From an optimization exercise on the open Yosys and OpenROAD flow, aimed at small area; shortcuts taken in it are not production practice.
Only simulation tests tie the RTL to the original design; equivalence was not proved.
Power figures rest on the tool's default switching activity, not on a simulated workload.

== v39 ==
==> module timerMs_input, before the edit <==
module timerMs_input
    #(parameter bits = 16)(
    input logic clk, reset,
    input logic phase_zero, phase_wrap,
    input logic [bits - 1:0] finalValue,
    output logic done
    );
    localparam logic [25:0] INV = 26'h0c26139;  
    logic [25:0] w_reg, w_keep, w_next;
    logic [26:0] carry;   
    assign done = phase_zero && (w_reg == {{(26-bits){1'b0}}, finalValue});
    assign w_keep = done ? 26'd0 : w_reg;
    always_comb
    begin
        carry[0] = 1'b0;
        for (int k = 0; k < 26; k++)
        begin
            if (INV[k])
            begin
                w_next[k]  = w_keep[k] ^ (phase_wrap & ~carry[k]);
                carry[k+1] = carry[k] | (phase_wrap & w_reg[k]);
            end
            else
            begin
                w_next[k]  = w_keep[k] ^ carry[k];
                carry[k+1] = carry[k] & w_reg[k];
            end
        end
    end
    always_ff@(posedge clk, posedge reset)
    begin
        if(reset)
            w_reg <= 0;
        else
            w_reg <= w_next;
    end
endmodule
==> module blinkingLeds, before the edit <==
module blinkingLeds
    #(parameter W = 4)(  
    input logic clk, reset,
    input  logic cs,
    input  logic read,
    input  logic write,
    input  logic [4:0] addr,
    input  logic [31:0] wr_data,
    output logic [31:0] rd_data,
    output logic [W-1:0] LED
    );
    logic [15:0] led_reg [3:0];
    logic wr_en;
    logic [5:0] phase;
    logic phase_zero, phase_wrap;
    always_ff@(posedge clk, posedge reset)
    begin
        if(reset)
            phase <= 0;
        else
            phase <= phase + 1;
    end
    assign phase_zero = (phase == 6'd0);
    assign phase_wrap = (phase == 6'd63);
    generate
        genvar i;
        for(i=0; i<4; i=i+1)
        begin: blinkingCircuit
            singleLedBlink #(.bits(16)) blink (
                .clk(clk),
                .reset(reset),
                .phase_zero(phase_zero),
                .phase_wrap(phase_wrap),
                .finalValue(led_reg[i]),
                .led(LED[i])
            );
        end
    endgenerate
    always_ff@(posedge clk, posedge reset)
    begin
        if(reset)
        begin
            led_reg[0] <= 0;
            led_reg[1] <= 0;
            led_reg[2] <= 0;
            led_reg[3] <= 0;
        end
        else
        begin
            if(wr_en)
            begin
                if(addr[1:0] == 2'b00)
                    led_reg[0] <= wr_data[15:0];
                if(addr[1:0] == 2'b01)
                    led_reg[1] <= wr_data[15:0];
                if(addr[1:0] == 2'b10)
                    led_reg[2] <= wr_data[15:0];
                if(addr[1:0] == 2'b11)
                    led_reg[3] <= wr_data[15:0];
            end
        end
    end
    assign wr_en = write && cs && (addr <= 3);
    assign rd_data = 0;
endmodule
Settings: LEC_CHECK=0, CAP_MARGIN=20, CORE_MARGIN=2, CORE_UTILIZATION=70, PLACE_DENSITY=0.8, SLEW_MARGIN=20; clock period 10.0 ns.
standard.sh (not shown) runs the stock make flow with config.mk's settings and CLKGATE_MAP_FILE= SYNTH_SCRIPT=/design/flow/synth_recipe.tcl, a recipe that flattens the netlist after the stock synthesis.
==> flow/flow/run.sh <==
#!/bin/bash
# Own layout flow: the standard ORFS flow (standard.sh) with
#  - synthesis through synth_area.tcl (area-oriented ABC mapping),
#  - port buffers of the smallest buffer cell,
#  - CTS without dummy loads,
#  - one tie cell for all constant outputs (no tie fanout repair),
set -euo pipefail
here=$(cd "$(dirname "$0")" && pwd)
bash standard.sh \
  SYNTH_SCRIPT="$here/synth_area.tcl" \
  BUFFER_PORTS_ARGS="-buffer_cell sky130_fd_sc_hd__buf_1" \
  CTS_ARGS="-sink_clustering_enable -repair_clock_nets -dont_use_dummy_load -buf_list sky130_fd_sc_hd__clkbuf_8" \
  SKIP_REPAIR_TIE_FANOUT=1 \
  finish > make_flow.log 2>&1
==> flow/flow/area.abc <==
strash
&get -n
&fraig -x
&put
dc2
strash
&get -n
&dch -f
&nf -R 1000 -p
&put
strash
&get -n
&dch -f
&nf -R 1000 -p
&put
==> flow/flow/mux_a22o.v <==
module sky130_fd_sc_hd__mux2_1 (input A0, input A1, input S, output X);
  wire s_n;
  sky130_fd_sc_hd__inv_1 sel_inv (.A(S), .Y(s_n));
  sky130_fd_sc_hd__a22o_1 _TECHMAP_REPLACE_ (.A1(S), .A2(A1), .B1(s_n), .B2(A0), .X(X));
endmodule
==> flow/flow/synth_area.tcl <==
# The standard synthesis script (synth_recipe.tcl), with one change: ABC
# maps the combinational logic with an area-oriented script (area.abc)
# instead of ORFS's delay-oriented one, and mux2 cells become a22o cells
# (mux_a22o.v). Registers are mapped before ABC runs,
# so they come out exactly as in the standard synthesis.
set flow_dir [file dirname [file normalize [info script]]]
set area_abc_script [file join $flow_dir area.abc]
set mux_map [file join $flow_dir mux_a22o.v]
proc synth {args} { yosys synth -nofsm -noshare {*}$args }
proc abc {args} {
  set i [lsearch -exact $args -script]
  lset args [expr {$i + 1}] $::area_abc_script
  yosys abc {*}$args
  # 2:1 muxes on a shared select: a22o plus one shared inverter per select
  yosys techmap -map $::mux_map t:sky130_fd_sc_hd__mux2_1
  yosys opt_merge -share_all t:sky130_fd_sc_hd__inv_1
  yosys opt_clean
}
source $::env(SCRIPTS_DIR)/synth.tcl
# left out here: clear keep_hierarchy, flatten, clean up, hide names made inside functions, write 1_2_yosys.v
Input-level comparison between v5 and v39:
-- flow/design.v --
<<< v39, line 22
    );
    localparam logic [25:0] INV = 26'h0c26139;  
    logic [25:0] w_reg, w_keep, w_next;
    logic [26:0] carry;   
    assign done = phase_zero && (w_reg == {{(26-bits){1'b0}}, finalValue});
    assign w_keep = done ? 26'd0 : w_reg;
    always_comb
    begin
>>> v5, line 22
    );
    localparam logic [25:0] INV = 26'h0c26139;  
    logic [25:0] w_reg, w_next, toggle;
    logic [26:0] carry;   
    assign done = phase_zero && (w_reg == {{(26-bits){1'b0}}, finalValue});
    always_comb
    begin
<<< v39, line 33
            if (INV[k])
            begin
                w_next[k]  = w_keep[k] ^ (phase_wrap & ~carry[k]);
                carry[k+1] = carry[k] | (phase_wrap & w_reg[k]);
            end
            else
            begin
                w_next[k]  = w_keep[k] ^ carry[k];
                carry[k+1] = carry[k] & w_reg[k];
            end
        end
    end
>>> v5, line 32
            if (INV[k])
            begin
                toggle[k]  = (phase_wrap & ~carry[k]) | (done & w_reg[k]);
                carry[k+1] = carry[k] | (phase_wrap & w_reg[k]);
            end
            else
            begin
                toggle[k]  = carry[k] | (done & w_reg[k]);
                carry[k+1] = carry[k] & w_reg[k];
            end
            w_next[k] = w_reg[k] ^ toggle[k];
        end
    end
<<< v39, line 90
    logic wr_en;
    logic [5:0] phase;
    logic phase_zero, phase_wrap;
    always_ff@(posedge clk, posedge reset)
    begin
>>> v5, line 90
    logic wr_en;
    logic [5:0] phase;
    logic phase_low_zero, phase_zero, phase_wrap;
    assign phase_low_zero = (phase[4:0] == 5'd0);
    always_ff@(posedge clk, posedge reset)
    begin
<<< v39, line 96
            phase <= 0;
        else
            phase <= phase + 1;
    end
    assign phase_zero = (phase == 6'd0);
    assign phase_wrap = (phase == 6'd63);
    generate
        genvar i;
>>> v5, line 97
            phase <= 0;
        else
            phase <= {phase[4:0], phase[5] ^ phase[4] ^ phase_low_zero};
    end
    assign phase_zero = phase_low_zero & ~phase[5];
    assign phase_wrap = phase_low_zero & phase[5];
    generate
        genvar i;
==> comparison <==
Cell area power density of v5 exceeds that of v39 slightly. | total number of multi-input combinational cells | v5 vs v39 | ≈ equal |. As of v5, global-route wire length before repair had fallen slightly compared to v39. Measured against each other, v39 and v5 differ in routed wire length, the higher figure coming from v39. STATUS time the worst path needs with I/O delays and setup: v5 wins against v39. Capturing instance or port of the critical path: blinkingCircuit[3].blink.timer.w_reg[24] -> v5, blinkingCircuit[0].blink.timer.w_reg[23] -> v39. v5 vs v39 on worst setup slack: v5 is the higher one. Between v39 and v5, the area of all placed cells without fillers is higher for v39. v5 ended up with a higher share of synthesized cell area in and, or, nand and nor gates than v39 did. v5 vs v39, amount of wire on met3 after detailed routing went down by 36 µm. Compared v5 vs v39, and fraction of met1 tracks used by global routing is up in v5. Comparing v39 and v5, number of non-clock buffers in the layout is higher on v5.

## the reference run
The RTL this note starts from:
==> flow/design.v <==
`timescale 1ns / 1ps
module t_ff(
    input  logic clk, reset,
    input  logic t,
    output logic q
    );
    always_ff@(posedge clk, posedge reset)
    begin
        if(reset)
            q <= 1'b0;
        else if(t)
            q <= ~q;
    end
endmodule
`timescale 1ns / 1ps
module timerMs_input
    #(parameter bits = 16)(
    input logic clk, reset,
    input logic phase_zero, phase_wrap,
    input logic [bits - 1:0] finalValue,
    output logic done
    );
    localparam logic [25:0] INV = 26'h0c26139;  
    logic [25:0] w_reg;
    assign done = phase_zero && (w_reg == {{(26-bits){1'b0}}, finalValue});
    always_ff@(posedge clk, posedge reset)
    begin
        if(reset)
            w_reg <= 0;
        else if(done)
            w_reg <= 0;
        else if(phase_wrap)
            w_reg <= w_reg + INV;
    end
endmodule
`timescale 1ns / 1ps
module singleLedBlink
    #(parameter bits = 16)(
    input logic clk, reset,
    input logic phase_zero, phase_wrap,
    input logic [bits - 1:0] finalValue,
    output logic led
    );
    logic timerOut;
    timerMs_input #(.bits(bits)) timer (
        .clk(clk),
        .reset(reset),
        .phase_zero(phase_zero),
        .phase_wrap(phase_wrap),
        .finalValue(finalValue),
        .done(timerOut)
    );
    t_ff TFF (
        .clk(clk),
        .reset(reset),
        .t(timerOut),
        .q(led)
    );
endmodule
`timescale 1ns / 1ps
module blinkingLeds
    #(parameter W = 4)(  
    input logic clk, reset,
    input  logic cs,
    input  logic read,
    input  logic write,
    input  logic [4:0] addr,
    input  logic [31:0] wr_data,
    output logic [31:0] rd_data,
    output logic [W-1:0] LED
    );
    logic [15:0] led_reg [3:0];
    logic wr_en;
    logic [5:0] phase;
    logic phase_zero, phase_wrap;
    always_ff@(posedge clk, posedge reset)
    begin
        if(reset)
            phase <= 0;
        else
            phase <= phase + 1;
    end
    assign phase_zero = (phase == 6'd0);
    assign phase_wrap = (phase == 6'd63);
    generate
        genvar i;
        for(i=0; i<4; i=i+1)
        begin: blinkingCircuit
            singleLedBlink #(.bits(16)) blink (
                .clk(clk),
                .reset(reset),
                .phase_zero(phase_zero),
                .phase_wrap(phase_wrap),
                .finalValue(led_reg[i]),
                .led(LED[i])
            );
        end
    endgenerate
    always_ff@(posedge clk, posedge reset)
    begin
        if(reset)
        begin
            led_reg[0] <= 0;
            led_reg[1] <= 0;
            led_reg[2] <= 0;
            led_reg[3] <= 0;
        end
        else
        begin
            if(wr_en)
            begin
                if(addr[1:0] == 2'b00)
                    led_reg[0] <= wr_data[15:0];
                if(addr[1:0] == 2'b01)
                    led_reg[1] <= wr_data[15:0];
                if(addr[1:0] == 2'b10)
                    led_reg[2] <= wr_data[15:0];
                if(addr[1:0] == 2'b11)
                    led_reg[3] <= wr_data[15:0];
            end
        end
    end
    assign wr_en = write && cs && (addr <= 3);
    assign rd_data = 0;
endmodule
Settings: LEC_CHECK=0, CAP_MARGIN=20, CORE_MARGIN=2, CORE_UTILIZATION=70, CTS_BUF_LIST=sky130_fd_sc_hd__clkbuf_8, PLACE_DENSITY=0.8, SLEW_MARGIN=20; clock period 10.0 ns.
run.sh (not shown) runs the stock make flow with config.mk's settings and CLKGATE_MAP_FILE= SYNTH_SCRIPT=/design/flow/synth_recipe.tcl, a recipe that flattens the netlist after the stock synthesis.
Stock flow here: none of the scripts above is used.
[inputs] the trial run vs the reference run
diff --git a/flow/design.v b/flow/design.v
--- a/flow/design.v
+++ b/flow/design.v
@@ -21,16 +21,33 @@
     output logic done
     );
     localparam logic [25:0] INV = 26'h0c26139;  
-    logic [25:0] w_reg;
+    logic [25:0] w_reg, w_next, toggle;
+    logic [26:0] carry;   
     assign done = phase_zero && (w_reg == {{(26-bits){1'b0}}, finalValue});
+    always_comb
+    begin
+        carry[0] = 1'b0;
+        for (int k = 0; k < 26; k++)
+        begin
+            if (INV[k])
+            begin
+                toggle[k]  = (phase_wrap & ~carry[k]) | (done & w_reg[k] & (k < bits));
+                carry[k+1] = carry[k] | (phase_wrap & w_reg[k]);
+            end
+            else
+            begin
+                toggle[k]  = carry[k] | (done & w_reg[k] & (k < bits));
+                carry[k+1] = carry[k] & w_reg[k];
+            end
+            w_next[k] = w_reg[k] ^ toggle[k];
+        end
+    end
     always_ff@(posedge clk, posedge reset)
     begin
         if(reset)
             w_reg <= 0;
-        else if(done)
-            w_reg <= 0;
-        else if(phase_wrap)
-            w_reg <= w_reg + INV;
+        else
+            w_reg <= w_next;
     end
 endmodule
 `timescale 1ns / 1ps
@@ -72,16 +89,17 @@
     logic [15:0] led_reg [3:0];
     logic wr_en;
     logic [5:0] phase;
-    logic phase_zero, phase_wrap;
+    logic phase_low_zero, phase_zero, phase_wrap;
+    assign phase_low_zero = (phase[4:0] == 5'd0);
     always_ff@(posedge clk, posedge reset)
     begin
         if(reset)
             phase <= 0;
         else
-            phase <= phase + 1;
+            phase <= {phase[4:0], phase[5] ^ phase[4] ^ phase_low_zero};
     end
-    assign phase_zero = (phase == 6'd0);
-    assign phase_wrap = (phase == 6'd63);
+    assign phase_zero = phase_low_zero & ~phase[5];
+    assign phase_wrap = phase_low_zero & phase[5];
     generate
         genvar i;
         for(i=0; i<4; i=i+1)
--- outcome ---
- Any difference in clock-pin slew on the worst setup and hold paths between the trial run and the reference run is small enough to ignore.
- As far as final count of hold timing violations goes, the trial run and the reference run are indistinguishable; the numbers are identical.
- Power share of the clock group was higher in the reference run than in the trial run.
- Against the reference run, the trial run reports a critical path depth in cells that is lower.
- Static leakage grows by a few percent when moving from the reference run to the trial run.
- Die area in the trial run is 710 um^2 lower than in the reference run
- The trial run reports a lower total routed wirelength than the reference run does.
- Register-to-register path setup slack | the trial run below the reference run

==> static timing again, ports no longer ideal <==
The flow's constraints put no driver on any port. The routed layouts listed below were extracted and timed again, unchanged, in two steps.
Step 1, drivers: a clkbuf_16 drives clk and a buf_2 each remaining input, both assumed.
Step 2 times the ports against the registers' clock, not the clock port: input delays grow and output delays shrink by t, the midpoint of the rising clock arrivals with the driver on.
a / b / c = no drivers / after step 1 / after step 2; a / b = the first two.
run	t (ns)	setup slack, ns	hold WS [ns]	cell pins on the clock port's net
v39	0.480	5.080 / 5.080 / 5.080	0.471 / 0.471 / 0.471	1
v5	0.492	5.352 / 5.352 / 5.352	0.368 / 0.368 / 0.368	1
the reference run	0.513	6.279 / 6.288 / 5.775	0.467 / 0.467 / 0.467	1
the trial run	0.515	6.309 / 6.309 / 5.794	0.431 / 0.431 / 0.431	1
After both steps every run listed still meets setup and hold. For the trial run, which loses most, drivers alone change the setup slack by 0.000 ns; drivers and shift together by -0.515 ns.
